What follows belongs to an exercise in optimizing a design on an open flow for a short achievable clock period and few clock cycles; a production flow would make more cautious choices.
In this exercise RTL edits were held to simulation tests only and were not proved equivalent to the original.
Power is estimated from default activity; no workload was simulated.

==> flow/design.v (outline; a module is shown in full before it is edited, if it fits) <==
// module microprocessor: 408 lines
// module mul16_csa: 1356 lines
module microprocessor(
  input             clk,
  input             sys_rst,
  input      [15:0] din,
  output     [15:0] dout,
  output     [15:0] imem_addr,
  input      [31:0] imem_data,
  output     [15:0] dmem_addr,
  output            dmem_we,
  input      [15:0] dmem_rdata,
  output            halted
);
  // ...
==> flow/flow/run.sh <==
#!/bin/bash
# The standard flow (standard.sh: ORFS with the standard flow's config.mk and SDC,
# unchanged), asking the timing repair steps for extra setup slack so that
# they keep shortening paths well below the 30 ns clock. The clock, the
# constraints and the synthesis are the standard ones.
set -o pipefail
bash standard.sh SETUP_SLACK_MARGIN=23 TNS_END_PERCENT=100 finish > standard.log 2>&1
==> flow/standard.sh <==
#!/bin/bash
# synth_recipe.tcl (not shown) runs the flow's synth.tcl, then flattens the netlist and writes it again
# the make line also repeats each setting of config.mk as NAME=value (left out here)
make -C /OpenROAD-flow-scripts/flow DESIGN_CONFIG=/design/flow/config.mk WORK_HOME=/design/flow/orfs CLKGATE_MAP_FILE= SYNTH_SCRIPT=/design/flow/synth_recipe.tcl "${@:-finish}"
==> flow/config.mk <==
export PLATFORM = sky130hd
export DESIGN_NAME = microprocessor
export DESIGN_NICKNAME = microprocessor
export VERILOG_FILES = /design/flow/design.v
export SDC_FILE = /design/flow/constraint.sdc
export NUM_CORES = 4
export LEC_CHECK = 0
export CAP_MARGIN = 20
export CORE_MARGIN = 2
export CORE_UTILIZATION = 30
export SLEW_MARGIN = 20
==> flow/constraint.sdc <==
create_clock -name core_clock -period 30.0 [get_ports {clk}]
set_input_delay 6.0000 -clock core_clock [delete_from_list [all_inputs] [get_ports {clk}]]
set_output_delay 6.0000 -clock core_clock [all_outputs]
set_load 0.01 [all_outputs]
==> flow_summary.json, run 1 <==
{
  "synthMuxAreaShare_pct": 2.22,
  "slew_viol_final": 0,
  "synthSimpleGateAreaFrac_pct": 15.4,
  "clk-power_mw": 1.86,
  "nets": 9441,
  "multi_input_area_mm2": 0.0435,
  "busiest_layer": "met2",
  "worstPathArrival_ns": 8.30,
  "cts.sinks": 1126,
  "top_power_group": "combinational logic",
  "skew_ns": 0.110,
  "area_delta_synth_final_pct": 19.0,
  "p_seq_mw": 1.88,
  "synth-seq-area-share_pct": 41.5,
  "synth_cell_types": 102,
  "buffer_area_share_pct": 7.48,
  "multi_input_comb_cells": 6478,
  "start_kind": "primary input",
  "crit_end": "PC[2]",
  "met3WireLength_um": 94500,
  "nClkBuffers": 184,
  "cpMaxStageDelayCell": "o221ai_4",
  "use_met1_pct": 53.8,
  "synth_top_area_share_pct": 40.0,
  "htree_num_levels": 4,
  "syn_nets": 9337,
  "nFlopsAndLatches": 1126,
  "yosys-top-cells-count": "1065 x edfxtp_1, 1033 x nand2_1, 926 x nor2_1",
  "r2r_cells": 25,
  "ioPinCount": 116,
  "final_common_cell": "edfxtp_1",
  "fin_total_pwr_mw": 5.64,
  "rows": 189,
  "status": "timing/DRC/antenna clean",
  "period_share_pct": 25.0,
  "regMostFlops": "GPR",
  "preCtsSetupSlack_ns": 20.48,
  "hold_buffers": 0,
  "critPathBufInv": 3,
  "holdPathStages": 2,
  "sh_seq_area_pct": 34.9,
  "pwr-share-comb_pct": 33.6
}
Testbench counts, summed over its fixed seeds: cycles 42,245.
==> module microprocessor, before the edit <==
module microprocessor(
  input             clk,
  input             sys_rst,
  input      [15:0] din,
  output     [15:0] dout,
  output     [15:0] imem_addr,
  input      [31:0] imem_data,
  output     [15:0] dmem_addr,
  output            dmem_we,
  input      [15:0] dmem_rdata,
  output            halted
);
localparam [4:0] OP_MOVSGPR = 5'd0,  OP_MOV  = 5'd1,  OP_ADD  = 5'd2,  OP_SUB  = 5'd3,
                 OP_MUL     = 5'd4,  OP_DIV  = 5'd5,  OP_OR   = 5'd6,  OP_AND  = 5'd7,
                 OP_XOR     = 5'd8,  OP_XNOR = 5'd9,  OP_NAND = 5'd10, OP_NOR  = 5'd11,
                 OP_NOT     = 5'd12, OP_STR  = 5'd13, OP_STD  = 5'd14, OP_LD   = 5'd15,
                 OP_JMP     = 5'd16, OP_JC   = 5'd17, OP_JNC  = 5'd18, OP_JS   = 5'd19,
                 OP_JNS     = 5'd20, OP_JZ   = 5'd21, OP_JNZ  = 5'd22, OP_JO   = 5'd23,
                 OP_JNO     = 5'd24, OP_HALT = 5'd25;
reg [15:0] GPR [0:31];
reg [15:0] SGPR;
reg [15:0] PC;
reg [31:0] IR;
reg        IR_v;
reg        IR_pred;
reg [15:0] IR_pc;
reg [31:0] sel1, sel2, seld;    
reg        IR_f;
reg [4:0]  IR_fop;
reg [15:0] IR_ftgt;
reg [4:0]  IR_frd;
reg [31:0] self;
reg        IR_fpred;
reg [1:0]  IR_fidx;
localparam NB = 4;
reg          bt_v    [0:NB-1];
reg  [15:0]  bt_key  [0:NB-1];
reg  [4:0]   bt_op   [0:NB-1];
reg  [15:0]  bt_tgt  [0:NB-1];
reg  [4:0]   bt_rd   [0:NB-1];
reg          bt_pred [0:NB-1];
reg  [1:0]   bt_ptr;
reg          pv_ok;
reg  [15:0]  pv_pc;
reg sign, zero, carry, overflow;
reg halted_r;
reg        sb_v;
reg [15:0] sb_addr, sb_data;
reg        dwe_r;
reg [15:0] daddr_r, dout_r;
reg        m_v;
reg [4:0]  m_rd;
reg [31:0] m_s, m_c;
reg        d_busy;
reg [4:0]  d_rd;
reg [2:0]  d_cnt;
reg [15:0] d_r, d_q, d_b;
function cond_true(input [4:0] op, input s, input z, input c, input o);
  case (op)
    OP_JMP: cond_true = 1'b1;
    OP_JC:  cond_true = c;
    OP_JNC: cond_true = ~c;
    OP_JS:  cond_true = s;
    OP_JNS: cond_true = ~s;
    OP_JZ:  cond_true = z;
    OP_JNZ: cond_true = ~z;
    OP_JO:  cond_true = o;
    OP_JNO: cond_true = ~o;
    default: cond_true = 1'b0;
  endcase
endfunction
function [32:0] ks32(input [31:0] a, input [31:0] b, input cin);
  reg [31:0] g, p, t, gg, pp;
  integer i, d;
  begin
    g = a & b;
    p = a | b;
    t = a ^ b;
    gg = g;
    pp = p;
    gg[0] = g[0] | (p[0] & cin);
    for (d = 1; d < 32; d = d * 2)
      for (i = 31; i >= d; i = i - 1) begin
        gg[i] = gg[i] | (pp[i] & gg[i-d]);
        pp[i] = pp[i] & pp[i-d];
      end
    ks32 = {gg[31], t ^ {gg[30:0], cin}};
  end
endfunction
function [16:0] ks16(input [15:0] a, input [15:0] b, input cin);
  reg [15:0] g, p, t, gg, pp;
  integer i, d;
  begin
    g = a & b;
    p = a | b;
    t = a ^ b;
    gg = g;
    pp = p;
    gg[0] = g[0] | (p[0] & cin);
    for (d = 1; d < 16; d = d * 2)
      for (i = 15; i >= d; i = i - 1) begin
        gg[i] = gg[i] | (pp[i] & gg[i-d]);
        pp[i] = pp[i] & pp[i-d];
      end
    ks16 = {gg[15], t ^ {gg[14:0], cin}};
  end
endfunction
function ge16(input [15:0] a, input [15:0] b);
  reg [16:0] r;
  begin
    r = ks16(a, ~b, 1'b1);
    ge16 = r[16];
  end
endfunction
function zsum16(input [15:0] a, input [15:0] b, input cin);
  reg [15:0] t, o;
  begin
    t = a ^ b;
    o = a | b;
    zsum16 = ~|(t ^ {o[14:0], cin});
  end
endfunction
function [31:0] dstep(input [31:0] rq, input [15:0] b);
  reg [16:0] x, t;
  reg [15:0] r, q;
  begin
    r = rq[31:16];
    q = rq[15:0];
    x = {r, q[15]};
    t = ks32({15'd0, x}, {15'h7fff, ~{1'b0, b}}, 1'b1);
    if (t[16])    
      dstep = {x[15:0], q[14:0], 1'b0};
    else
      dstep = {t[15:0], q[14:0], 1'b1};
  end
endfunction
function [31:0] onehot32(input [4:0] x);
  onehot32 = 32'd1 << x;
endfunction
wire [4:0]  op   = IR[31:27];
wire [4:0]  rd   = IR[26:22];
wire [4:0]  rs1  = IR[21:17];
wire        im   = IR[16];
wire [4:0]  rs2  = IR[15:11];
wire [15:0] isrc = IR[15:0];
wire ex_valid = IR_v & ~halted_r;
wire op_ld    = (op == OP_LD);
wire op_store = (op == OP_STR) | (op == OP_STD);
wire op_jcond = (op >= OP_JC) & (op <= OP_JNO);
wire op_logic2 = (op >= OP_OR) & (op <= OP_NOR);
wire op_sub   = (op == OP_SUB) | (op == OP_DIV);
wire uses_rs1 = ((op == OP_MOV) & ~im) | (op == OP_ADD) | (op == OP_SUB) | (op == OP_MUL) |
                (op == OP_DIV) | op_logic2 | ((op == OP_NOT) & ~im) | (op == OP_STR);
wire uses_rs2 = ~im & ((op == OP_ADD) | (op == OP_SUB) | (op == OP_MUL) | (op == OP_DIV) | op_logic2);
wire writes   = (op <= OP_NOT) | op_ld;
reg [15:0] src1, gpr2, rdv, rfv;
integer j;
always @(*) begin
  src1 = 16'd0;
  gpr2 = 16'd0;
  rdv  = 16'd0;
  rfv  = 16'd0;
  for (j = 0; j < 32; j = j + 1) begin
    src1 = src1 | ({16{sel1[j]}} & GPR[j]);
    gpr2 = gpr2 | ({16{sel2[j]}} & GPR[j]);
    rdv  = rdv  | ({16{seld[j]}} & GPR[j]);
    rfv  = rfv  | ({16{self[j]}} & GPR[j]);
  end
end
wire [15:0] src2 = im ? isrc : gpr2;
wire m_hz = m_v & ((uses_rs1 & (rs1 == m_rd)) | (uses_rs2 & (rs2 == m_rd)) | (rd == m_rd) |
                   (IR_f & (IR_frd == m_rd)) |
                   (op == OP_MOVSGPR) | (op == OP_HALT) | (op == OP_JS) | (op == OP_JNS));
wire d_hz = d_busy & ((uses_rs1 & (rs1 == d_rd)) | (uses_rs2 & (rs2 == d_rd)) |
                      (rd == d_rd) | (IR_f & (IR_frd == d_rd)) | (op == OP_DIV) | (op == OP_HALT));
wire sb_hz = (op_store & sb_v & ~dwe_r) | (op_ld & dwe_r);
wire ex_stall    = m_hz | d_hz | sb_hz;
wire ex_complete = ex_valid & ~ex_stall;
wire [15:0] addb = op_sub ? ~src2 : src2;
wire [16:0] sum  = ks16(src1, addb, op_sub);
wire        sum_zero = zsum16(src1, addb, op_sub);
wire [15:0] ld_val = (sb_v & (sb_addr == isrc)) ? sb_data : dmem_rdata;
wire b_zero = (src2 == 16'd0);
wire ge0 = sum[16];                  
reg  [7:0] gek;
integer kk;
always @(*) begin
  for (kk = 0; kk < 8; kk = kk + 1)
    gek[kk] = ge16(src1 >> (2 * kk), src2);
end
wire d_quick  = b_zero | ~ge0;
wire div_sign = b_zero | ((src2 == 16'd1) & src1[15]);
wire div_zero = ~b_zero & ~ge0;
reg [15:0] alu_val;
always @(*) begin
  case (op)
    OP_MOVSGPR: alu_val = SGPR;
    OP_MOV:     alu_val = im ? isrc : src1;
    OP_ADD:     alu_val = sum[15:0];
    OP_SUB:     alu_val = sum[15:0];
    OP_DIV:     alu_val = {16{b_zero}};
    OP_OR:      alu_val = src1 | src2;
    OP_AND:     alu_val = src1 & src2;
    OP_XOR:     alu_val = src1 ^ src2;
    OP_XNOR:    alu_val = src1 ~^ src2;
    OP_NAND:    alu_val = ~(src1 & src2);
    OP_NOR:     alu_val = ~(src1 | src2);
    OP_NOT:     alu_val = im ? ~isrc : ~src1;
    default:    alu_val = rdv;
  endcase
end
wire [15:0] wr_val = op_ld ? ld_val : alu_val;
wire main_we = ex_complete & writes & (op != OP_MUL);
wire alu_sign = (op == OP_DIV) ? div_sign : (op == OP_MUL) ? sign : alu_val[15];
wire alu_zero = (op == OP_DIV) ? div_zero :
                (op == OP_MUL) ? ((src1 == 16'd0) | (src2 == 16'd0)) :
                ((op == OP_ADD) | (op == OP_SUB)) ? sum_zero : (alu_val == 16'd0);
wire n_carry  = (op == OP_ADD) & sum[16];
wire n_ovf    = ((op == OP_ADD) | (op == OP_SUB)) &
                ((~src1[15] & ~addb[15] & sum[15]) | (src1[15] & addb[15] & ~sum[15]));
wire n_sign   = op_ld ? ld_val[15] : alu_sign;
wire n_zero   = op_ld ? (ld_val == 16'd0) : alu_zero;
wire fb_cond = cond_true(IR_fop, alu_sign, alu_zero, n_carry, n_ovf);    
wire fb_own  = writes & (IR_frd == rd);
wire fb_sign = fb_own ? alu_sign : rfv[15];
wire fb_zero = fb_own ? alu_zero : (rfv == 16'd0);
wire foldable = (op <= OP_SUB) | ((op >= OP_OR) & (op <= OP_STD));
wire [4:0] f_op = imem_data[31:27];
wire s_e = (ex_valid & ~op_ld) ? (IR_f ? fb_sign : alu_sign) : sign;
wire z_e = (ex_valid & ~op_ld) ? (IR_f ? fb_zero : alu_zero) : zero;
wire c_e = ex_valid & ~IR_f & n_carry | ~ex_valid & carry;
wire o_e = ex_valid & ~IR_f & n_ovf | ~ex_valid & overflow;
wire f_taken = cond_true(f_op, s_e, z_e, c_e, o_e);
wire advance = ~ex_valid | ex_complete;
reg        bt_hit;
reg [1:0]  bt_idx;
integer b;
always @(*) begin
  bt_hit = 1'b0;
  bt_idx = 2'd0;
  for (b = NB - 1; b >= 0; b = b - 1)
    if (bt_v[b] && bt_key[b] == PC) begin
      bt_hit = 1'b1;
      bt_idx = b;
    end
end
wire ex_cond  = cond_true(op, sign, zero, carry, overflow);
wire redirect_j = ex_complete & op_jcond & (ex_cond != IR_pred);
wire redirect_f = ex_complete & IR_f & (fb_cond != IR_fpred);
wire redirect = redirect_j | redirect_f;
wire [15:0] redirect_pc = IR_f ? (fb_cond ? IR_ftgt : IR_pc + 16'd2) :
                          (ex_cond ? isrc : IR_pc + 16'd1);
wire op_jump = (op >= OP_JMP) & (op <= OP_JNO);
reg  bt_known;
integer b2;
always @(*) begin
  bt_known = 1'b0;
  for (b2 = 0; b2 < NB; b2 = b2 + 1)
    if (bt_v[b2] && bt_key[b2] == pv_pc) bt_known = 1'b1;
end
wire bt_fill = ex_complete & op_jump & pv_ok & (pv_pc == IR_pc - 16'd1) & ~bt_known;
wire f_ld = (f_op == OP_LD);
wire next_ld = redirect ? 1'b0 : advance ? f_ld : op_ld;
wire [15:0] next_ld_addr = advance ? imem_data[15:0] : isrc;
wire        st_new = ex_complete & op_store;
wire        sbn_v    = st_new | (sb_v & ~dwe_r);
wire [15:0] sbn_addr = st_new ? isrc : sb_addr;
wire [15:0] sbn_data = st_new ? ((op == OP_STD) ? din : src1) : sb_data;
wire [31:0] mul_s, mul_c;
mul16_csa u_mul (.a(src1), .b(src2), .s(mul_s), .c(mul_c));
wire [32:0] m_sum = ks32(m_s, m_c, 1'b0);
wire [31:0] m_prod = m_sum[31:0];
wire [31:0] dv1 = dstep({d_r, d_q}, d_b);
wire [31:0] dv2 = dstep(dv1, d_b);
wire d_last = d_busy & (d_cnt == 3'd0);
wire d_start = ex_complete & (op == OP_DIV) & ~d_quick;
reg  [2:0]  d_c0;
reg  [31:0] d_init;
integer c;
always @(*) begin
  d_c0 = 3'd0;
  for (c = 1; c < 8; c = c + 1)
    if (gek[c]) d_c0 = c;
  d_init = {16'd0, src1} << (14 - 2 * d_c0);
end
integer i;
always @(posedge clk) begin
  if (sys_rst) begin
    PC       <= 16'd0;
    IR_v     <= 1'b0;
    halted_r <= 1'b0;
    sign     <= 1'b0;
    zero     <= 1'b0;
    carry    <= 1'b0;
    overflow <= 1'b0;
    sb_v     <= 1'b0;
    dwe_r    <= 1'b0;
    m_v      <= 1'b0;
    d_busy   <= 1'b0;
    pv_ok    <= 1'b0;
    bt_ptr   <= 2'd0;
    for (i = 0; i < NB; i = i + 1)
      bt_v[i] <= 1'b0;
  end else begin
    if (redirect) begin
      PC   <= redirect_pc;
      IR_v <= 1'b0;
    end else if (advance) begin
      PC   <= bt_hit ? (bt_pred[bt_idx] ? bt_tgt[bt_idx] : PC + 16'd2) :
              f_taken ? imem_data[15:0] : PC + 16'd1;
      IR_v <= 1'b1;
    end
    if (ex_complete & (op == OP_HALT))
      halted_r <= 1'b1;
    if (ex_complete)
      pv_ok <= foldable & ~IR_f;
    if (bt_fill) begin
      bt_v[bt_ptr] <= 1'b1;
      bt_ptr <= bt_ptr + 2'd1;
    end
    if (ex_complete & IR_f) begin
      sign     <= fb_sign;
      zero     <= fb_zero;
      carry    <= 1'b0;
      overflow <= 1'b0;
    end else if (ex_complete) begin
      sign     <= n_sign;
      zero     <= n_zero;
      carry    <= n_carry;
      overflow <= n_ovf;
    end else if (m_v) begin
      sign     <= m_prod[31];
    end
    sb_v  <= sbn_v;
    dwe_r <= ~next_ld & sbn_v;
    m_v   <= ex_complete & (op == OP_MUL);
    if (d_start)
      d_busy <= 1'b1;
    else if (d_last)
      d_busy <= 1'b0;
  end
end
always @(posedge clk) begin
  if (advance) begin
    IR       <= imem_data;
    sel1     <= onehot32(imem_data[21:17]);
    sel2     <= onehot32(imem_data[15:11]);
    seld     <= onehot32(imem_data[26:22]);
    IR_pred  <= f_taken;
    IR_pc    <= PC;
    IR_f     <= bt_hit;
    IR_fop   <= bt_op[bt_idx];
    IR_ftgt  <= bt_tgt[bt_idx];
    IR_frd   <= bt_rd[bt_idx];
    self     <= onehot32(bt_rd[bt_idx]);
    IR_fpred <= bt_pred[bt_idx];
    IR_fidx  <= bt_idx;
  end
  if (ex_complete)
    pv_pc <= IR_pc;
  if (ex_complete & IR_f)
    bt_pred[IR_fidx] <= fb_cond;
  if (bt_fill) begin
    bt_key[bt_ptr]  <= pv_pc;
    bt_op[bt_ptr]   <= op;
    bt_tgt[bt_ptr]  <= isrc;
    bt_rd[bt_ptr]   <= rd;
    bt_pred[bt_ptr] <= (op == OP_JMP) | ex_cond;
  end
  sb_addr <= sbn_addr;
  sb_data <= sbn_data;
  dout_r  <= sbn_data;
  daddr_r <= next_ld ? next_ld_addr : sbn_addr;
  if (ex_complete & (op == OP_MUL)) begin
    m_rd <= rd;
    m_s  <= mul_s;
    m_c  <= mul_c;
  end
  if (m_v)
    SGPR <= m_prod[31:16];
  if (d_start) begin
    d_rd  <= rd;
    d_cnt <= d_c0;
    d_b   <= src2;
    d_r   <= d_init[31:16];
    d_q   <= d_init[15:0];
  end else if (d_busy) begin
    d_r   <= dv2[31:16];
    d_q   <= dv2[15:0];
    d_cnt <= d_cnt - 3'd1;
  end
end
always @(posedge clk) begin
  for (i = 0; i < 32; i = i + 1) begin
    if (main_we && seld[i])
      GPR[i] <= wr_val;
    else if (m_v && m_rd == i)
      GPR[i] <= m_prod[15:0];
    else if (d_last && d_rd == i)
      GPR[i] <= dv2[15:0];
  end
end
assign imem_addr = PC;
assign dmem_addr = daddr_r;
assign dmem_we   = dwe_r;
assign dout      = dout_r;
assign halted    = halted_r;
endmodule
==> inputs of run 2 (changes only) <==
--- a/flow/design.v
+++ b/flow/design.v
@@ -21,4 +21,7 @@
 reg [15:0] GPR [0:31];
+reg [31:0] GZ;           
+reg [31:0] GO;           
 reg [15:0] SGPR;
 reg [15:0] PC;
+reg [15:0] PC_o;    
 reg [31:0] IR;
@@ -35,2 +38,13 @@
 reg [1:0]  IR_fidx;
+reg        IR2_v;
+reg [31:0] IR2;
+reg [31:0] sel1y, sel2y, seldy;
+localparam NP = 8;
+reg          pt_v   [0:NP-1];
+reg  [15:0]  pt_key [0:NP-1];
+reg  [31:0]  pt_w   [0:NP-1];
+reg          pt_xld [0:NP-1];    
+reg  [2:0]   pt_ptr;
+reg          ps_ok;
+reg  [31:0]  ps_ir;
 localparam NB = 4;
@@ -42,2 +56,4 @@
 reg          bt_pred [0:NB-1];
+reg          bt_cnt  [0:NB-1];    
+reg  [4:0]   bt_r    [0:NB-1];    
 reg  [1:0]   bt_ptr;
@@ -45,2 +61,3 @@
 reg  [15:0]  pv_pc;
+reg  [31:0]  lst_ir;    
 reg sign, zero, carry, overflow;
@@ -56,3 +73,4 @@
 reg [4:0]  d_rd;
-reg [2:0]  d_cnt;
+reg [1:0]  d_cnt;
+reg [19:0] d_m [1:15];    
 reg [15:0] d_r, d_q, d_b;
@@ -123,2 +141,12 @@
 endfunction
+function osum16(input [15:0] a, input [15:0] b, input cin);
+  reg [15:0] t, o, g, c;
+  begin
+    t = a ^ b;
+    o = a | b;
+    g = a & b;
+    c = {o[14:1], g[0], cin};    
+    osum16 = ~|(t ^ c ^ 16'd1);
+  end
+endfunction
 function [31:0] dstep(input [31:0] rq, input [15:0] b);
@@ -137,2 +165,23 @@
 endfunction
+function [35:0] dstep16(input [31:0] rq, input [299:0] ms);
+  reg [19:0] x, t, nr;
+  reg [32:0] d;
+  reg [15:0] q;
+  reg [3:0]  k;
+  integer m;
+  begin
+    q = rq[15:0];
+    x = {rq[31:16], q[15:12]};
+    nr = x;
+    k = 4'd0;
+    for (m = 1; m < 16; m = m + 1) begin
+      d = ks32({12'd0, x}, ~{12'd0, ms[20*m-1 -: 20]}, 1'b1);
+      if (!d[20]) begin
+        nr = d[19:0];
+        k = m;
+      end
+    end
+    dstep16 = {4'd0, nr[15:0], q[11:0], k};
+  end
+endfunction
 function [31:0] onehot32(input [4:0] x);
@@ -156,3 +205,4 @@
 wire writes   = (op <= OP_NOT) | op_ld;
-reg [15:0] src1, gpr2, rdv, rfv;
+reg [15:0] src1, gpr2;
+reg [31:0] gsign;
 integer j;
@@ -161,4 +211,2 @@
   gpr2 = 16'd0;
-  rdv  = 16'd0;
-  rfv  = 16'd0;
   for (j = 0; j < 32; j = j + 1) begin
@@ -166,7 +214,35 @@
     gpr2 = gpr2 | ({16{sel2[j]}} & GPR[j]);
-    rdv  = rdv  | ({16{seld[j]}} & GPR[j]);
-    rfv  = rfv  | ({16{self[j]}} & GPR[j]);
+    gsign[j] = GPR[j][15];
   end
 end
+wire rd_s = |(seld & gsign);
+wire rd_z = |(seld & GZ);
+wire f_s  = |(self & gsign);
+wire f_z  = |(self & GZ);
 wire [15:0] src2 = im ? isrc : gpr2;
+wire [4:0]  y_op   = IR2[31:27];
+wire [4:0]  y_rd   = IR2[26:22];
+wire [4:0]  y_rs1  = IR2[21:17];
+wire        y_im   = IR2[16];
+wire [4:0]  y_rs2  = IR2[15:11];
+wire [15:0] y_isrc = IR2[15:0];
+wire y_logic2 = (y_op >= OP_OR) & (y_op <= OP_NOR);
+wire y_addsub = (y_op == OP_ADD) | (y_op == OP_SUB);
+wire y_store  = (y_op == OP_STR) | (y_op == OP_STD);
+wire y_uses1  = ((y_op == OP_MOV) & ~y_im) | y_addsub | y_logic2 | ((y_op == OP_NOT) & ~y_im) |
+                (y_op == OP_STR);
+wire y_uses2  = ~y_im & (y_addsub | y_logic2);
+reg [15:0] y_src1, y_gpr2;
+integer jy;
+always @(*) begin
+  y_src1 = 16'd0;
+  y_gpr2 = 16'd0;
+  for (jy = 0; jy < 32; jy = jy + 1) begin
+    y_src1 = y_src1 | ({16{sel1y[jy]}} & GPR[jy]);
+    y_gpr2 = y_gpr2 | ({16{sel2y[jy]}} & GPR[jy]);
+  end
+end
+wire yd_s = |(seldy & gsign);
+wire yd_z = |(seldy & GZ);
+wire [15:0] y_src2 = y_im ? y_isrc : y_gpr2;
 wire m_hz = m_v & ((uses_rs1 & (rs1 == m_rd)) | (uses_rs2 & (rs2 == m_rd)) | (rd == m_rd) |
@@ -176,4 +252,8 @@
                       (rd == d_rd) | (IR_f & (IR_frd == d_rd)) | (op == OP_DIV) | (op == OP_HALT));
-wire sb_hz = (op_store & sb_v & ~dwe_r) | (op_ld & dwe_r);
-wire ex_stall    = m_hz | d_hz | sb_hz;
+wire sb_hz = ((op_store | (IR2_v & y_store)) & sb_v & ~dwe_r) | (op_ld & dwe_r);
+wire y_hz = IR2_v & ((m_v & ((y_uses1 & (y_rs1 == m_rd)) | (y_uses2 & (y_rs2 == m_rd)) |
+                             (y_rd == m_rd) | (y_op == OP_MOVSGPR))) |
+                     (d_busy & ((y_uses1 & (y_rs1 == d_rd)) | (y_uses2 & (y_rs2 == d_rd)) |
+                                (y_rd == d_rd))));
+wire ex_stall    = m_hz | d_hz | sb_hz | y_hz;
 wire ex_complete = ex_valid & ~ex_stall;
@@ -182,2 +262,3 @@
 wire        sum_zero = zsum16(src1, addb, op_sub);
+wire        sum_one  = osum16(src1, addb, op_sub);
 wire [15:0] ld_val = (sb_v & (sb_addr == isrc)) ? sb_data : dmem_rdata;
@@ -185,8 +266,22 @@
 wire ge0 = sum[16];                  
-reg  [7:0] gek;
+reg  [3:0] gek;
 integer kk;
 always @(*) begin
-  for (kk = 0; kk < 8; kk = kk + 1)
-    gek[kk] = ge16(src1 >> (2 * kk), src2);
+  for (kk = 0; kk < 4; kk = kk + 1)
+    gek[kk] = ge16(src1 >> (4 * kk), src2);
 end
+wire [19:0] bm1  = {4'd0, src2};
+wire [19:0] bm3  = bm1 + (bm1 << 1);
+wire [19:0] bm5  = bm1 + (bm1 << 2);
+wire [19:0] bm7  = (bm1 << 3) - bm1;
+wire [19:0] bm9  = bm1 + (bm1 << 3);
+wire [19:0] bm11 = bm3 + (bm1 << 3);
+wire [19:0] bm13 = bm5 + (bm1 << 3);
+wire [19:0] bm15 = (bm1 << 4) - bm1;
+wire [19:0] bmul [1:15];
+assign bmul[1]  = bm1;        assign bmul[2]  = bm1 << 1;  assign bmul[3]  = bm3;
+assign bmul[4]  = bm1 << 2;   assign bmul[5]  = bm5;       assign bmul[6]  = bm3 << 1;
+assign bmul[7]  = bm7;        assign bmul[8]  = bm1 << 3;  assign bmul[9]  = bm9;
+assign bmul[10] = bm5 << 1;   assign bmul[11] = bm11;      assign bmul[12] = bm3 << 2;
+assign bmul[13] = bm13;       assign bmul[14] = bm7 << 1;  assign bmul[15] = bm15;
 wire d_quick  = b_zero | ~ge0;
@@ -209,3 +304,3 @@
     OP_NOT:     alu_val = im ? ~isrc : ~src1;
-    default:    alu_val = rdv;
+    default:    alu_val = 16'd0;    
   endcase
@@ -214,6 +309,6 @@
 wire main_we = ex_complete & writes & (op != OP_MUL);
-wire alu_sign = (op == OP_DIV) ? div_sign : (op == OP_MUL) ? sign : alu_val[15];
+wire alu_sign = (op == OP_DIV) ? div_sign : (op == OP_MUL) ? sign : ~writes ? rd_s : alu_val[15];
 wire alu_zero = (op == OP_DIV) ? div_zero :
                 (op == OP_MUL) ? ((src1 == 16'd0) | (src2 == 16'd0)) :
-                ((op == OP_ADD) | (op == OP_SUB)) ? sum_zero : (alu_val == 16'd0);
+                ((op == OP_ADD) | (op == OP_SUB)) ? sum_zero : ~writes ? rd_z : (alu_val == 16'd0);
 wire n_carry  = (op == OP_ADD) & sum[16];
@@ -223,26 +318,88 @@
 wire n_zero   = op_ld ? (ld_val == 16'd0) : alu_zero;
-wire fb_cond = cond_true(IR_fop, alu_sign, alu_zero, n_carry, n_ovf);    
-wire fb_own  = writes & (IR_frd == rd);
-wire fb_sign = fb_own ? alu_sign : rfv[15];
-wire fb_zero = fb_own ? alu_zero : (rfv == 16'd0);
+wire        y_sub  = (y_op == OP_SUB);
+wire [15:0] y_addb = y_sub ? ~y_src2 : y_src2;
+wire [16:0] y_sum  = ks16(y_src1, y_addb, y_sub);
+wire        y_sum_zero = zsum16(y_src1, y_addb, y_sub);
+wire        y_sum_one  = osum16(y_src1, y_addb, y_sub);
+reg  [15:0] y_val;
+always @(*) begin
+  case (y_op)
+    OP_MOVSGPR: y_val = SGPR;
+    OP_MOV:     y_val = y_im ? y_isrc : y_src1;
+    OP_ADD:     y_val = y_sum[15:0];
+    OP_SUB:     y_val = y_sum[15:0];
+    OP_OR:      y_val = y_src1 | y_src2;
+    OP_AND:     y_val = y_src1 & y_src2;
+    OP_XOR:     y_val = y_src1 ^ y_src2;
+    OP_XNOR:    y_val = y_src1 ~^ y_src2;
+    OP_NAND:    y_val = ~(y_src1 & y_src2);
+    OP_NOR:     y_val = ~(y_src1 | y_src2);
+    OP_NOT:     y_val = y_im ? ~y_isrc : ~y_src1;
+    default:    y_val = 16'd0;    
+  endcase
+end
+wire y_sign  = y_store ? yd_s : y_val[15];
+wire y_zero  = y_addsub ? y_sum_zero : y_store ? yd_z : (y_val == 16'd0);
+wire y_carry = (y_op == OP_ADD) & y_sum[16];
+wire y_ovf   = y_addsub & ((~y_src1[15] & ~y_addb[15] & y_sum[15]) | (y_src1[15] & y_addb[15] & ~y_sum[15]));
+wire l_sign  = IR2_v ? y_sign  : alu_sign;
+wire l_zero  = IR2_v ? y_zero  : alu_zero;
+wire l_carry = IR2_v ? y_carry : n_carry;
+wire l_ovf   = IR2_v ? y_ovf   : n_ovf;
+wire fb_cond = cond_true(IR_fop, l_sign, l_zero, l_carry, l_ovf);
+wire fb_y    = IR2_v & ~y_store & (IR_frd == y_rd);
+wire fb_x    = writes & (IR_frd == rd);
+wire fb_sign = fb_y ? y_sign : fb_x ? alu_sign : f_s;
+wire fb_zero = fb_y ? y_zero : fb_x ? alu_zero : f_z;
 wire foldable = (op <= OP_SUB) | ((op >= OP_OR) & (op <= OP_STD));
 wire [4:0] f_op = imem_data[31:27];
-wire s_e = (ex_valid & ~op_ld) ? (IR_f ? fb_sign : alu_sign) : sign;
-wire z_e = (ex_valid & ~op_ld) ? (IR_f ? fb_zero : alu_zero) : zero;
-wire c_e = ex_valid & ~IR_f & n_carry | ~ex_valid & carry;
-wire o_e = ex_valid & ~IR_f & n_ovf | ~ex_valid & overflow;
+wire s_e = (ex_valid & (~op_ld | IR2_v)) ? (IR_f ? fb_sign : l_sign) : sign;
+wire z_e = (ex_valid & (~op_ld | IR2_v)) ? (IR_f ? fb_zero : l_zero) : zero;
+wire c_e = ex_valid & ~IR_f & l_carry | ~ex_valid & carry;
+wire o_e = ex_valid & ~IR_f & l_ovf | ~ex_valid & overflow;
 wire f_taken = cond_true(f_op, s_e, z_e, c_e, o_e);
 wire advance = ~ex_valid | ex_complete;
-reg        bt_hit;
-reg [1:0]  bt_idx;
+reg        pt_hit;
+reg [2:0]  pt_idx;
+integer pb;
+always @(*) begin
+  pt_hit = 1'b0;
+  pt_idx = 3'd0;
+  for (pb = NP - 1; pb >= 0; pb = pb - 1)
+    if (pt_v[pb] && pt_key[pb] == PC) begin
+      pt_hit = 1'b1;
+      pt_idx = pb;
+    end
+end
+wire [31:0] pt_word = pt_w[pt_idx];
+wire [15:0] pc1 = PC + 16'd1;
+reg        bt_hit0, bt_hit1;
+reg [1:0]  bt_idx0, bt_idx1;
 integer b;
 always @(*) begin
-  bt_hit = 1'b0;
-  bt_idx = 2'd0;
-  for (b = NB - 1; b >= 0; b = b - 1)
+  bt_hit0 = 1'b0;
+  bt_idx0 = 2'd0;
+  bt_hit1 = 1'b0;
+  bt_idx1 = 2'd0;
+  for (b = NB - 1; b >= 0; b = b - 1) begin
     if (bt_v[b] && bt_key[b] == PC) begin
-      bt_hit = 1'b1;
-      bt_idx = b;
+      bt_hit0 = 1'b1;
+      bt_idx0 = b;
+    end
+    if (bt_v[b] && bt_key[b] == pc1) begin
+      bt_hit1 = 1'b1;
+      bt_idx1 = b;
     end
+  end
 end
+wire       bt_hit = pt_hit ? (bt_hit1 & ~pt_xld[pt_idx]) : bt_hit0;
+wire [1:0] bt_idx = pt_hit ? bt_idx1 : bt_idx0;
+wire [15:0] f_base = pt_hit ? PC + 16'd2 : pc1;
+wire [4:0]  cnt_r   = bt_r[bt_idx];
+wire        cnt_one = GO[cnt_r];
+wire cnt_busy = (ex_valid & writes & (rd == cnt_r)) |
+                (ex_valid & IR2_v & ~y_store & (y_rd == cnt_r)) |
+                (m_v & (m_rd == cnt_r)) | (d_busy & (d_rd == cnt_r));
+wire bt_take  = (bt_cnt[bt_idx] & ~cnt_busy) ? ((bt_op[bt_idx] == OP_JNZ) ? ~cnt_one : cnt_one) :
+                bt_pred[bt_idx];
 wire ex_cond  = cond_true(op, sign, zero, carry, overflow);
@@ -251,3 +408,3 @@
 wire redirect = redirect_j | redirect_f;
-wire [15:0] redirect_pc = IR_f ? (fb_cond ? IR_ftgt : IR_pc + 16'd2) :
+wire [15:0] redirect_pc = IR_f ? (fb_cond ? IR_ftgt : IR_pc + (IR2_v ? 16'd3 : 16'd2)) :
                           (ex_cond ? isrc : IR_pc + 16'd1);
@@ -262,2 +419,18 @@
 wire bt_fill = ex_complete & op_jump & pv_ok & (pv_pc == IR_pc - 16'd1) & ~bt_known;
+wire [4:0] p_op  = ps_ir[31:27];
+wire [4:0] p_rd  = ps_ir[26:22];
+wire p_alu    = (op <= OP_SUB) | ((op >= OP_OR) & (op <= OP_NOT)) |
+                (op_store & ((p_op <= OP_SUB) | ((p_op >= OP_OR) & (p_op <= OP_NOT))));
+wire p_first  = (p_op <= OP_SUB) | ((p_op >= OP_OR) & (p_op <= OP_LD));
+wire p_pwrite = (p_op <= OP_SUB) | ((p_op >= OP_OR) & (p_op <= OP_NOT)) | (p_op == OP_LD);
+wire p_dep    = p_pwrite & ((uses_rs1 & (rs1 == p_rd)) | (uses_rs2 & (rs2 == p_rd)) | (rd == p_rd));
+reg  pt_known;
+integer pb2;
+always @(*) begin
+  pt_known = 1'b0;
+  for (pb2 = 0; pb2 < NP; pb2 = pb2 + 1)
+    if (pt_v[pb2] && pt_key[pb2] == pv_pc) pt_known = 1'b1;
+end
+wire pt_fill = ex_complete & ~IR2_v & ~IR_f & p_alu & ps_ok & p_first & ~p_dep &
+               (pv_pc == IR_pc - 16'd1) & ~pt_known;
 wire f_ld = (f_op == OP_LD);
@@ -265,6 +438,9 @@
 wire [15:0] next_ld_addr = advance ? imem_data[15:0] : isrc;
-wire        st_new = ex_complete & op_store;
+wire        st_y   = IR2_v & y_store;
+wire        st_new = ex_complete & (op_store | st_y);
 wire        sbn_v    = st_new | (sb_v & ~dwe_r);
-wire [15:0] sbn_addr = st_new ? isrc : sb_addr;
-wire [15:0] sbn_data = st_new ? ((op == OP_STD) ? din : src1) : sb_data;
+wire [15:0] sbn_addr = ~st_new ? sb_addr : st_y ? y_isrc : isrc;
+wire [15:0] sbn_data = ~st_new ? sb_data :
+                       st_y ? ((y_op == OP_STD) ? din : y_src1) :
+                       ((op == OP_STD) ? din : src1);
 wire [31:0] mul_s, mul_c;
@@ -273,7 +449,12 @@
 wire [31:0] m_prod = m_sum[31:0];
-wire [31:0] dv1 = dstep({d_r, d_q}, d_b);
-wire [31:0] dv2 = dstep(dv1, d_b);
-wire d_last = d_busy & (d_cnt == 3'd0);
+reg [299:0] d_ms;
+integer mm;
+always @(*)
+  for (mm = 1; mm < 16; mm = mm + 1)
+    d_ms[20*mm-1 -: 20] = d_m[mm];
+wire [35:0] dv4 = dstep16({d_r, d_q}, d_ms);
+wire [31:0] dv2 = dv4[31:0];
+wire d_last = d_busy & (d_cnt == 2'd0);
 wire d_start = ex_complete & (op == OP_DIV) & ~d_quick;
-reg  [2:0]  d_c0;
+reg  [1:0]  d_c0;
 reg  [31:0] d_init;
@@ -281,7 +462,9 @@
 always @(*) begin
-  d_c0 = 3'd0;
-  for (c = 1; c < 8; c = c + 1)
+  d_c0 = 2'd0;
+  for (c = 1; c < 4; c = c + 1)
     if (gek[c]) d_c0 = c;
-  d_init = {16'd0, src1} << (14 - 2 * d_c0);
+  d_init = {16'd0, src1} << (12 - 4 * d_c0);
 end
+wire [15:0] pc_next = bt_hit ? (bt_take ? bt_tgt[bt_idx] : f_base + 16'd1) :
+                      (f_taken & ~pt_hit) ? imem_data[15:0] : f_base;
 integer i;
@@ -290,2 +473,3 @@
     PC       <= 16'd0;
+    PC_o     <= 16'd0;
     IR_v     <= 1'b0;
@@ -301,5 +485,9 @@
     pv_ok    <= 1'b0;
+    ps_ok    <= 1'b0;
     bt_ptr   <= 2'd0;
+    pt_ptr   <= 3'd0;
     for (i = 0; i < NB; i = i + 1)
       bt_v[i] <= 1'b0;
+    for (i = 0; i < NP; i = i + 1)
+      pt_v[i] <= 1'b0;
   end else begin
@@ -309,10 +497,17 @@
     end else if (advance) begin
-      PC   <= bt_hit ? (bt_pred[bt_idx] ? bt_tgt[bt_idx] : PC + 16'd2) :
-              f_taken ? imem_data[15:0] : PC + 16'd1;
+      PC   <= pc_next;
       IR_v <= 1'b1;
     end
+    if (~halted_r) begin
+      if (redirect)
+        PC_o <= redirect_pc;
+      else if (advance)
+        PC_o <= pc_next;
+    end
     if (ex_complete & (op == OP_HALT))
       halted_r <= 1'b1;
-    if (ex_complete)
-      pv_ok <= foldable & ~IR_f;
+    if (ex_complete) begin
+      pv_ok <= (IR2_v | foldable) & ~IR_f;
+      ps_ok <= ~IR2_v & ~IR_f;
+    end
     if (bt_fill) begin
@@ -321,2 +516,6 @@
     end
+    if (pt_fill) begin
+      pt_v[pt_ptr] <= 1'b1;
+      pt_ptr <= pt_ptr + 3'd1;
+    end
     if (ex_complete & IR_f) begin
@@ -326,2 +525,7 @@
       overflow <= 1'b0;
+    end else if (ex_complete & IR2_v) begin
+      sign     <= y_sign;
+      zero     <= y_zero;
+      carry    <= y_carry;
+      overflow <= y_ovf;
     end else if (ex_complete) begin
@@ -356,7 +560,20 @@
     self     <= onehot32(bt_rd[bt_idx]);
-    IR_fpred <= bt_pred[bt_idx];
+    IR_fpred <= bt_take;
     IR_fidx  <= bt_idx;
+    IR2_v    <= pt_hit;
+    IR2      <= pt_word;
+    sel1y    <= onehot32(pt_word[21:17]);
+    sel2y    <= onehot32(pt_word[15:11]);
+    seldy    <= onehot32(pt_word[26:22]);
+  end
+  if (ex_complete) begin
+    pv_pc <= IR2_v ? IR_pc + 16'd1 : IR_pc;
+    lst_ir <= IR2_v ? IR2 : IR;
+    ps_ir <= IR;
+  end
+  if (pt_fill) begin
+    pt_key[pt_ptr] <= pv_pc;
+    pt_w[pt_ptr]   <= IR;
+    pt_xld[pt_ptr] <= (p_op == OP_LD);
   end
-  if (ex_complete)
-    pv_pc <= IR_pc;
   if (ex_complete & IR_f)
@@ -369,2 +586,5 @@
     bt_pred[bt_ptr] <= (op == OP_JMP) | ex_cond;
+    bt_cnt[bt_ptr]  <= ((op == OP_JZ) | (op == OP_JNZ)) & (lst_ir[31:27] == OP_SUB) & lst_ir[16] &
+                       (lst_ir[15:0] == 16'd1) & (lst_ir[21:17] == lst_ir[26:22]);
+    bt_r[bt_ptr]    <= lst_ir[26:22];
   end
@@ -372,3 +592,3 @@
   sb_data <= sbn_data;
-  dout_r  <= sbn_data;
+  dout_r  <= (~next_ld & sbn_v) ? sbn_data : 16'd0;
   daddr_r <= next_ld ? next_ld_addr : sbn_addr;
@@ -384,2 +604,4 @@
     d_cnt <= d_c0;
+    for (mm = 1; mm < 16; mm = mm + 1)
+      d_m[mm] <= bmul[mm];
     d_b   <= src2;
@@ -390,3 +612,3 @@
     d_q   <= dv2[15:0];
-    d_cnt <= d_cnt - 3'd1;
+    d_cnt <= d_cnt - 2'd1;
   end
@@ -395,11 +617,23 @@
   for (i = 0; i < 32; i = i + 1) begin
-    if (main_we && seld[i])
+    if (main_we && seld[i]) begin
       GPR[i] <= wr_val;
-    else if (m_v && m_rd == i)
+      GZ[i]  <= n_zero;
+      GO[i]  <= op_ld ? (ld_val == 16'd1) : ((op == OP_ADD) | (op == OP_SUB)) ? sum_one :
+                (alu_val == 16'd1);
+    end else if (ex_complete && IR2_v && !y_store && seldy[i]) begin
+      GPR[i] <= y_val;
+      GZ[i]  <= y_zero;
+      GO[i]  <= y_addsub ? y_sum_one : (y_val == 16'd1);
+    end else if (m_v && m_rd == i) begin
       GPR[i] <= m_prod[15:0];
-    else if (d_last && d_rd == i)
+      GZ[i]  <= (m_prod[15:0] == 16'd0);
+      GO[i]  <= (m_prod[15:0] == 16'd1);
+    end else if (d_last && d_rd == i) begin
       GPR[i] <= dv2[15:0];
+      GZ[i]  <= (dv2[15:0] == 16'd0);
+      GO[i]  <= (dv2[15:0] == 16'd1);
+    end
   end
 end
-assign imem_addr = PC;
+assign imem_addr = PC_o;
 assign dmem_addr = daddr_r;
==> flow_summary.json, run 2 <==
{
  "synth_compound_area_share_pct": 21.0,
  "grt_antenna_before_repair": 126,
  "layout_common_cells": "1819 x edfxtp_1, 1299 x nor2_1, 1250 x nand2_1, 832 x a21oi_1, 773 x inv_1",
  "path_clk_slew_ns": 0.07,
  "numPlacedInstances": 21400,
  "place_area_mm2": 0.155,
  "fmaxAchievable_ghz": 0.128,
  "grt.overflow.total": 0,
  "core_region_area_mm2": 0.478,
  "maxCapViolations": 0,
  "synth-main-ff-cell": "edfxtp_1",
  "hold_slack_ns": 0.465,
  "fin_total_pwr_mw": 8.70,
  "ioPinCount": 116,
  "post_drt_wl_per_cell_um": 43.4,
  "vias": 149000,
  "die_h_um": 696,
  "drc_errors": 0,
  "fin_util_pct": 35.3,
  "setup_viol": 0,
  "critical_path_class": "flop to flop",
  "rsz0062_at_grt": "yes",
  "ctsLongestPathBuffers": 4,
  "async_reset_ff_share_pct": 0,
  "yosysMostFrequentCell": "edfxtp_1",
  "die_w_um": 696,
  "hp-class": "flop to flop",
  "tightest_slew_ns": 1.31,
  "grt_util_all_layers_pct": 38.1,
  "htree_num_levels": 4,
  "wirelength_um": 961000,
  "yosys-top-cells-count": "1819 x edfxtp_1, 1349 x nand2_1, 1338 x nor2_1",
  "first_pass_iters": 15,
  "area_delta_synth_final_pct": 17.2,
  "globalplace.congestion": 1.15,
  "reg_top3": "GPR (512), pt_w (256), d_m (136)",
  "cts.sinks": 1940,
  "r2r_cells": 30,
  "max_slew_margin_pct": 12.5,
  "p_leak_nw": 62.9,
  "grt_pass1_wl_um": 1250000,
  "layout-drive-gt1-share_pct": 14.4,
  "worst_skew_pair.late_latency_ns": 1.03,
  "start_kind": "flop",
  "path_depth": 30,
  "synthSimpleGateAreaFrac_pct": 14.4,
  "synthTopCellsByArea": "edfxtp_1 38%, ha_1 6.4%, xnor2_1 4.1%",
  "fin_cells": 22200,
  "preCtsSetupSlack_ns": 20.01,
  "cp_slowest_stage_delay_ns": 0.55,
  "period_needed_ns": 7.81,
  "yosysTopAreaCell": "edfxtp_1",
  "port_buffers": 115,
  "avgSynthCellArea_um2": 9.30,
  "start_util_pct": 30.1,
  "grt_pass1_vias": 133000,
  "final_area_mm2": 0.168,
  "yosysWarningCount": 3,
  "period_share_pct": 26.0,
  "hold_buffers": 0,
  "hold_viol": 0,
  "status": "timing/DRC/antenna clean",
  "holdPathStages": 2,
  "cpMaxStageDelayCell": "a21oi_1",
  "synth_top_family_by_area": "compound AO/OA/AOI/OAI gates",
  "irDropWorstVdd_v": 0.0000706,
  "synth-edff-count": 1819,
  "rows": 254,
  "syn_nets": 16500,
  "nets": 16400,
  "p_per_area_mw_per_mm2": 51.6,
  "fp.dieArea_mm2": 0.485,
  "worstPathArrival_ns": 8.74,
  "setup_tns_ns": 0,
  "root_buffer": "clkbuf_16",
  "cts_tree": "yes",
  "synthMuxAreaShare_pct": 3.13,
  "cp_max_fo": 12,
  "synth-seq-area-share_pct": 39.7,
  "fin_ws_ns": 22.19,
  "slew_viol_final": 0,
  "drt-initial-drc-count": 28300,
  "crit_family": "compound AO/OA/AOI/OAI gates",
  "endpoint_kind": "flop",
  "skew_ns": 0.0960,
  "synth_top_area_share_pct": 38.0,
  "critPathBufInv": 8,
  "dp_hpwl_um": 653000,
  "grt_max_degree": 129,
  "ant_nets": 0,
  "yosys.area_share.xor_xnor_pct": 6.52,
  "cts_buffers": 225,
  "regMostFlops": "GPR",
  "final_common_cell": "edfxtp_1",
  "cp.required_ns": 30.94,
  "synth_seq_cells": 1940,
  "netlist_area_mm2": 0.144,
  "synth_fa_ha_area_share_pct": 9.57,
  "viasPerCell": 6.71,
  "synth_cells": 15500,
  "synth_cell_types": 122,
  "largest_reg_flops": 512
}
-- run 2: final cells by class --
class	count	area [µm²]
Timing Repair Buffer	1045	9960
Clock buffer	273	5920
Antenna cell	139	348
Fill cell	48100	309000
Sequential cell	1940	57200
Inverter	806	3080
Multi-Input combinational cell	11400	82300
Clock inverter	146	1670
Tap cell	6400	8010
-- run 2: path summary, 6_finish.rpt --
check | start | to | slack (ns)
worst min-delay path | ps_ok | ps_ok | 0.46
worst max-delay path | sel2[28] | PC[8] | 22.19
worst min register to register | ps_ok | ps_ok | 0.46
worst max register to register | sel2[28] | PC[8] | 22.19
-- run 2: cells by family after synthesis --
| family | after synthesis |
|---|---|
| AO/OA/AOI/OAI | 4497 |
| multiplexers | 432 |
| AND/OR/NAND/NOR | 4422 |
| XOR/XNOR | 1061 |
| flip-flops | 1940 |
| adder cells (fa/ha/maj) | 985 |
| buffers and inverters | 2114 |
-- run 2: worst reg2reg max path, delay by kind of cell (launching register included) --
family | cells | cell delay, ns
buffers and inverters | 8 | 1.39
and+or+nand+nor | 9 | 2.23
adders and majority gates | 1 | 0.37
DFF | 1 | 0.42
AOI/OAI and AO/OA | 12 | 3.35
-- run 2: routing by layer --
metal / track usage [%] / wire (µm) / vias up
met5: 2.28 / 2080 / -
met4: 25.3 / 83200 / 86
met3: 18.9 / 143000 / 3941
met2: 51.9 / 374000 / 14000
met1: 46.5 / 358000 / 73300
li1: - / - / 57200
-- run 2: where the power goes --
part	switching, mW	internal, mW
clock	1.33	1.65
sequential	0.0928	3.13
combinational	1.60	0.895
-- run 2: repair_timing --
item                       in CTS  in global routing
cloned                         15                  4
hold endpoints to repair        0                  0
gates resized for setup       990                212
setup endpoints to repair     919                329
setup buffers                 153                 53
pin swaps                     153                136
Testbench counts of run 2, summed over its fixed seeds: cycles 34,585.
==> inputs of run 3 (changes only) <==
--- a/flow/design.v
+++ b/flow/design.v
@@ -252,3 +252,3 @@
                       (rd == d_rd) | (IR_f & (IR_frd == d_rd)) | (op == OP_DIV) | (op == OP_HALT));
-wire sb_hz = ((op_store | (IR2_v & y_store)) & sb_v & ~dwe_r) | (op_ld & dwe_r);
+wire sb_hz = ((op_store | (IR2_v & y_store) | (op == OP_HALT)) & sb_v & ~dwe_r) | (op_ld & dwe_r);
 wire y_hz = IR2_v & ((m_v & ((y_uses1 & (y_rs1 == m_rd)) | (y_uses2 & (y_rs2 == m_rd)) |
@@ -436,3 +436,3 @@
 wire f_ld = (f_op == OP_LD);
-wire next_ld = redirect ? 1'b0 : advance ? f_ld : op_ld;
+wire next_ld = advance ? f_ld : op_ld;
 wire [15:0] next_ld_addr = advance ? imem_data[15:0] : isrc;
@@ -467,4 +467,7 @@
 end
-wire [15:0] pc_next = bt_hit ? (bt_take ? bt_tgt[bt_idx] : f_base + 16'd1) :
-                      (f_taken & ~pt_hit) ? imem_data[15:0] : f_base;
+wire [15:0] pc_fold = IR_fpred ? IR_pc + (IR2_v ? 16'd3 : 16'd2) : IR_ftgt;
+wire [15:0] pc_adv  = bt_hit ? (bt_take ? bt_tgt[bt_idx] : f_base + 16'd1) : f_base;
+wire [15:0] pc_early = redirect_j ? (ex_cond ? isrc : IR_pc + 16'd1) : advance ? pc_adv : PC;
+wire        f_sel   = advance & ~redirect_j & ~bt_hit & ~pt_hit;
+wire [15:0] pc_d    = redirect_f ? pc_fold : (f_sel & f_taken) ? imem_data[15:0] : pc_early;
 integer i;
@@ -493,15 +496,9 @@
   end else begin
-    if (redirect) begin
-      PC   <= redirect_pc;
+    PC <= pc_d;
+    if (~halted_r)
+      PC_o <= pc_d;
+    if (redirect)
       IR_v <= 1'b0;
-    end else if (advance) begin
-      PC   <= pc_next;
+    else if (advance)
       IR_v <= 1'b1;
-    end
-    if (~halted_r) begin
-      if (redirect)
-        PC_o <= redirect_pc;
-      else if (advance)
-        PC_o <= pc_next;
-    end
     if (ex_complete & (op == OP_HALT))
==> flow_summary.json, run 3 <==
{
  "status": "timing/DRC/antenna clean",
  "largest_reg_flops": 512,
  "max_slew_margin_pct": 8.66,
  "layout-drive-gt1-share_pct": 14.4,
  "layout_common_cells": "1819 x edfxtp_1, 1256 x nand2_1, 1221 x nor2_1, 854 x o211ai_1, 850 x o21ai_0",
  "numPlacedInstances": 20600,
  "cts_tree": "yes",
  "nets": 15900,
  "critical_path_class": "flop to output port",
  "cts_buffers": 231,
  "grt_max_degree": 141,
  "reg_top3": "GPR (512), pt_w (256), d_m (136)",
  "cts.sinks": 1940,
  "hold_buffers": 0,
  "cp.required_ns": 24.00,
  "synth_fa_ha_area_share_pct": 9.79,
  "setup_viol": 0,
  "tightest_slew_ns": 1.37,
  "synthTopCellsByArea": "edfxtp_1 39%, ha_1 6.6%, o211ai_1 4.6%",
  "synth_compound_area_share_pct": 21.6,
  "grt_util_all_layers_pct": 38.2,
  "grt_antenna_before_repair": 129,
  "globalplace.congestion": 1.11,
  "maxCapViolations": 0,
  "synth_cells": 14900,
  "final_common_cell": "edfxtp_1",
  "area_delta_synth_final_pct": 17.7,
  "synth_cell_types": 105,
  "syn_nets": 15900,
  "irDropWorstVdd_v": 0.0000603,
  "slew_viol_final": 0,
  "skew_ns": 0.163,
  "cp_max_fo": 1,
  "synth-main-ff-cell": "edfxtp_1",
  "port_buffers": 115,
  "core_region_area_mm2": 0.466,
  "die_w_um": 688,
  "avgSynthCellArea_um2": 9.44,
  "ioPinCount": 116,
  "async_reset_ff_share_pct": 0,
  "cpMaxStageDelayCell": "dfxtp_4",
  "hp-class": "flop to flop",
  "synth_top_family_by_area": "compound AO/OA/AOI/OAI gates",
  "post_drt_wl_per_cell_um": 44.1,
  "crit_chain": "buf_6",
  "yosysMostFrequentCell": "edfxtp_1",
  "fin_cells": 21400,
  "fp.dieArea_mm2": 0.473,
  "regMostFlops": "GPR",
  "netlist_area_mm2": 0.140,
  "synthMuxAreaShare_pct": 2.76,
  "yosysWarningCount": 3,
  "first_pass_iters": 9,
  "endpoint_kind": "output port",
  "htree_num_levels": 4,
  "synth-seq-area-share_pct": 40.7,
  "ant_nets": 0,
  "grt.overflow.total": 0,
  "die_h_um": 688,
  "start_util_pct": 30.1,
  "grt_pass1_vias": 128000,
  "fill_cells": 46600,
  "setup_tns_ns": 0,
  "drt-initial-drc-count": 26000,
  "synth_seq_cells": 1940,
  "wirelength_um": 944000,
  "grt_pass1_wl_um": 1220000,
  "ctsLongestPathBuffers": 4,
  "viasPerCell": 6.71,
  "period_needed_ns": 7.53,
  "rsz0062_at_grt": "yes",
  "cp_slowest_stage_delay_ns": 0.36,
  "yosys-top-cells-count": "1819 x edfxtp_1, 1295 x nand2_1, 1261 x nor2_1",
  "period_share_pct": 25.1,
  "crit_family": "flip-flops",
  "worstPathArrival_ns": 1.53,
  "synth_top_area_share_pct": 38.9,
  "fmaxAchievable_ghz": 0.133,
  "rows": 251,
  "synthSimpleGateAreaFrac_pct": 12.9,
  "dp_hpwl_um": 633000,
  "worst_skew_pair.late_latency_ns": 1.09,
  "p_leak_nw": 61.2,
  "yosysTopAreaCell": "edfxtp_1",
  "p_per_area_mw_per_mm2": 53.0,
  "synth-edff-count": 1819,
  "critPathBufInv": 1,
  "fin_total_pwr_mw": 8.75,
  "vias": 144000,
  "hold_viol": 0,
  "start_kind": "flop",
  "yosys.area_share.xor_xnor_pct": 6.71,
  "root_buffer": "clkbuf_16",
  "drc_errors": 0,
  "path_clk_slew_ns": 0.07
}
-- run 3: layout make-up --
type | count | area, µm² | area share [%]
Multi-Input combinational cell | 10900 | 79100 | 47.9
Sequential cell | 1940 | 57100 | 34.6
Timing Repair Buffer | 1092 | 10200 | 6.21
Tap cell | 6198 | 7750 | 4.70
Clock buffer | 285 | 6120 | 3.71
Inverter | 762 | 2930 | 1.77
Clock inverter | 137 | 1450 | 0.877
Antenna cell | 114 | 285 | 0.173
Timing Repair inverter | 4 | 47.5 | 0.0288
-- run 3: path summary, 6_finish.rpt --
path	from	to	slack, ns	depth (start not counted)
hold / removal	lst_ir[25]	bt_r[0][3]	0.46	0
setup reg to reg	sel1y[28]	PC_o[0]	22.60	31
hold reg to reg	lst_ir[25]	bt_r[0][3]	0.46	0
setup / recovery	daddr_r[15]	dmem_addr[15]	22.47	1
-- run 3: power by group --
part           switching (mW)  total [mW]  internal [mW]  leakage (nW)
Clock                    1.32        2.95           1.63          3.65
Combinational            1.64        2.59          0.944          39.2
Sequential             0.0652        3.20           3.14          18.4
Total                    3.03        8.75           5.72          61.2
-- run 3: cells by family (layout without fill, tap and decap cells) --
family | after synthesis | count (layout)
compound gates | 4467 | 4469
fa+ha+maj | 981 | 981
other cells | 0 | 114
xor+xnor | 1070 | 1070
mux | 373 | 373
simple gates | 3986 | 3989
flops | 1940 | 1940
buf+inv | 2045 | 2280
-- run 3: stage by stage --
stage	instance area (µm²)	hold slack [ns]	utilization (%)	setup slack, ns
global placement	151000	0.468	32.3	20.26
CTS	162000	0.455	34.7	22.43
finish	165000	0.456	35.4	22.47
detailed placement	151000	0.479	32.3	20.29
floorplan	141000	0.403	-	21.99
global route	165000	0.496	35.3	22.45
-- run 3: routing by layer --
layer,up-vias,wire length [µm],GRT usage (%)
met1,70500,341000,45.4
li1,55200,-,-
met4,76,90900,28.3
met5,-,2200,0.990
met3,4199,144000,19.5
met2,13600,366000,52.2
-- run 3: repair_timing --
item,CTS,global route
setup buffers,172,111
pin swaps,86,92
endpoints found under the setup margin,912,378
gates resized for setup,821,398
gates cloned,18,8
Testbench counts of run 3, summed over its fixed seeds: cycles 34,585.
==> inputs of run 4 (changes only) <==
--- a/flow/config.mk
+++ b/flow/config.mk
@@ -9,3 +9,5 @@
 export CORE_MARGIN = 2
-export CORE_UTILIZATION = 30
+export CORE_UTILIZATION = 35
+export CTS_CLUSTER_DIAMETER = 120
+export CTS_CLUSTER_SIZE = 25
 export SLEW_MARGIN = 20
==> flow_summary.json, run 4 <==
{
  "yosysMostFrequentCell": "edfxtp_1",
  "r2r_cells": 29,
  "layout-drive-gt1-share_pct": 11.6,
  "hold_end": "pt_v[3]",
  "core_region_area_mm2": 0.399,
  "status": "timing/DRC/antenna clean",
  "cts_tree": "yes",
  "slew_viol_final": 0,
  "critPathBufInv": 1,
  "dp_hpwl_um": 584000,
  "grt_pass1_wl_um": 1100000,
  "crit_chain": "buf_6",
  "die_h_um": 637,
  "vias": 135000,
  "r2r_end": "PC_o[0]",
  "cp_max_fo": 2,
  "synth-seq-area-share_pct": 40.7,
  "first_pass_iters": 12,
  "start_util_pct": 35.1,
  "synthSimpleGateAreaFrac_pct": 12.9,
  "worstPathArrival_ns": 1.50,
  "root_buffer": "clkbuf_16",
  "cts_buffers": 104,
  "synth_fa_ha_area_share_pct": 9.79,
  "post_drt_wl_per_cell_um": 41.2,
  "nets": 15700,
  "fmaxAchievable_ghz": 0.133,
  "grt_antenna_before_repair": 75,
  "drc_errors": 0,
  "reg2reg_slack_ns": 22.66,
  "largest_reg_flops": 512,
  "period_share_pct": 25.0,
  "setup_tns_ns": 0,
  "reg_top3": "GPR (512), pt_w (256), d_m (136)",
  "yosys.area_share.xor_xnor_pct": 6.71,
  "hold_buffers": 0,
  "worstReg2RegStart": "GPR[7][15]",
  "cpMaxStageDelayCell": "dfxtp_4",
  "place_area_mm2": 0.149,
  "netlist_area_mm2": 0.140,
  "wirelength_um": 826000,
  "fp.dieArea_mm2": 0.406,
  "critical_path_class": "flop to output port",
  "yosysWarningCount": 3,
  "rsz0062_at_grt": "yes",
  "synth_seq_cells": 1940,
  "max_slew_margin_pct": 17.4,
  "grt_pass1_vias": 125000,
  "ioPinCount": 116,
  "maxCapViolations": 0,
  "synth_cells": 14900,
  "syn_nets": 15900,
  "cp_slowest_stage_delay_ns": 0.41,
  "path_clk_slew_ns": 0.11,
  "grt.overflow.total": 0,
  "skew_ns": 0.104,
  "hold_start": "pt_v[3]",
  "startpoint": "PC_o[0]",
  "yosysTopAreaCell": "edfxtp_1",
  "grt_util_all_layers_pct": 39.1,
  "synthMuxAreaShare_pct": 2.76,
  "die_w_um": 637,
  "p_leak_nw": 58.2,
  "crit_family": "flip-flops",
  "layout_common_cells": "1819 x edfxtp_1, 1265 x nand2_1, 1230 x nor2_1, 881 x o21ai_0, 854 x o211ai_1",
  "tightest_slew_ns": 1.24,
  "cp.required_ns": 24.00,
  "start_kind": "flop",
  "yosys-top-cells-count": "1819 x edfxtp_1, 1295 x nand2_1, 1261 x nor2_1",
  "fin_ws_ns": 22.50,
  "rows": 232,
  "final_common_cell": "edfxtp_1",
  "synthTopCellsByArea": "edfxtp_1 39%, ha_1 6.6%, o211ai_1 4.6%",
  "globalplace.congestion": 1.06,
  "worst_skew_pair.late_latency_ns": 0.98,
  "synth_cell_types": 105,
  "ant_nets": 0,
  "hp-class": "flop to flop",
  "area_delta_synth_final_pct": 12.4,
  "hold_viol": 0,
  "ctsLongestPathBuffers": 4,
  "grt_max_degree": 83,
  "synth_top_family_by_area": "compound AO/OA/AOI/OAI gates",
  "preCtsSetupSlack_ns": 20.76,
  "synth-main-ff-cell": "edfxtp_1",
  "avgSynthCellArea_um2": 9.44,
  "async_reset_ff_share_pct": 0,
  "setup_viol": 0,
  "p_per_area_mw_per_mm2": 47.0,
  "final_area_mm2": 0.158,
  "port_buffers": 115,
  "path_depth": 1,
  "synth_top_area_share_pct": 38.9,
  "viasPerCell": 6.76,
  "synth_compound_area_share_pct": 21.6,
  "regMostFlops": "GPR",
  "drt-initial-drc-count": 21900,
  "endpoint_kind": "output port",
  "synth-edff-count": 1819,
  "irDropWorstVdd_v": 0.0000615,
  "period_needed_ns": 7.50,
  "htree_num_levels": 3,
  "holdPathStages": 2,
  "fin_total_pwr_mw": 7.42,
  "cts.sinks": 1940,
  "fin_util_pct": 39.5
}
==> run 4: power breakdown <==
part	switching [mW]	total (mW)	internal, mW
Combinational	1.57	2.48	0.915
Sequential	0.0608	3.20	3.13
Clock	1.05	1.74	0.690
Total	2.68	7.42	4.74
==> run 4: what timing repair did <==
action / 4_1_cts / 5_1_grt
setup endpoints to repair: 1046 / 579
gates cloned: 16 / 5
buffers inserted: 156 / 46
pin swaps: 86 / 74
resized for setup: 809 / 193
==> run 4: worst max-delay path by stage <==
stage / slack (ns) / to
2_1_floorplan: 21.99 / PC_o[1]
3_3_place_gp: 20.38 / PC_o[10]
3_5_place_dp: 20.76 / PC_o[10]
4_1_cts: 22.47 / imem_addr[1]
5_1_grt: 22.50 / imem_addr[0]
6_report: 22.50 / imem_addr[0]
==> run 4: cell type report <==
| cell class | count | area [µm²] |
|---|---|---|
| well taps | 5265 | 6590 |
| clock buffers | 136 | 2770 |
| diodes | 69 | 173 |
| multi-input cells | 10900 | 78400 |
| clock inverters | 34 | 473 |
| repair buffers | 964 | 9160 |
| inverters | 762 | 2950 |
| flip-flops and latches | 1940 | 57100 |
| fillers | 39300 | 241000 |
==> run 4: cells by family after synthesis <==
kind of cell,Yosys count
flops,1940
xor+xnor,1070
compound gates,4467
buf+inv,2045
fa+ha+maj,981
simple gates,3986
mux,373
==> run 4: routing by layer <==
| metal | track usage, % | up-vias | share of wire, % |
|---|---|---|---|
| met5 | 0.993 | - | 0.16 |
| met4 | 24.4 | 48 | 8.0 |
| met3 | 15.0 | 3096 | 13 |
| met2 | 57.1 | 10800 | 41 |
| met1 | 48.2 | 67200 | 38 |
| li1 | - | 54400 | - |
==> run 4: worst min-delay path, delay by kind of cell (launching register included) <==
family / cells / cell delay (ns)
and+or+nand+nor: 2 / 0.14
DFF: 1 / 0.34
==> run 4: metrics by stage <==
stage	std cells	hold WS, ns
after floorplan	14900	0.403
after global placement	19600	0.471
after detailed placement	19600	0.488
after CTS	19900	0.507
after global routing	20000	0.525
final	20000	0.510

what the ideal ports hide:
The results above use ideal ports. As a check the final layouts listed here were re-extracted and re-timed, cells and wires unchanged.
Step 1, drivers: a clkbuf_16 drives clk and a buf_2 each remaining input, both assumed.
Step 2 moves the port delays by t, midway between the first and last clock arrival at a register: inputs arrive t later, outputs are due t later. That takes back most of the time a late clock gives input paths.
a / b / c = ideal / step 1 / step 2; a / b = the first two.
| run | t, ns | setup slack, ns | clock arrival spread, ns | worst data-port slew with drivers (ns) |
|---|---|---|---|---|
| run 1 | 0.999 | 22.491 / 22.396 / 21.565 | 0.111 / 0.110 | 0.12 |
| run 2 | 1.094 | 22.192 / 22.192 / 21.315 | 0.103 / 0.103 | 0.21 |
| run 3 | 1.141 | 22.474 / 22.342 / 21.658 | 0.164 / 0.164 | 0.17 |
| run 4 | 1.057 | 22.504 / 22.374 / 21.747 | 0.104 / 0.104 | 0.09 |
After both steps setup and hold are still met in every run listed. For run 1, which loses most, drivers alone change the setup slack by -0.095 ns; drivers and shift together by -0.926 ns.
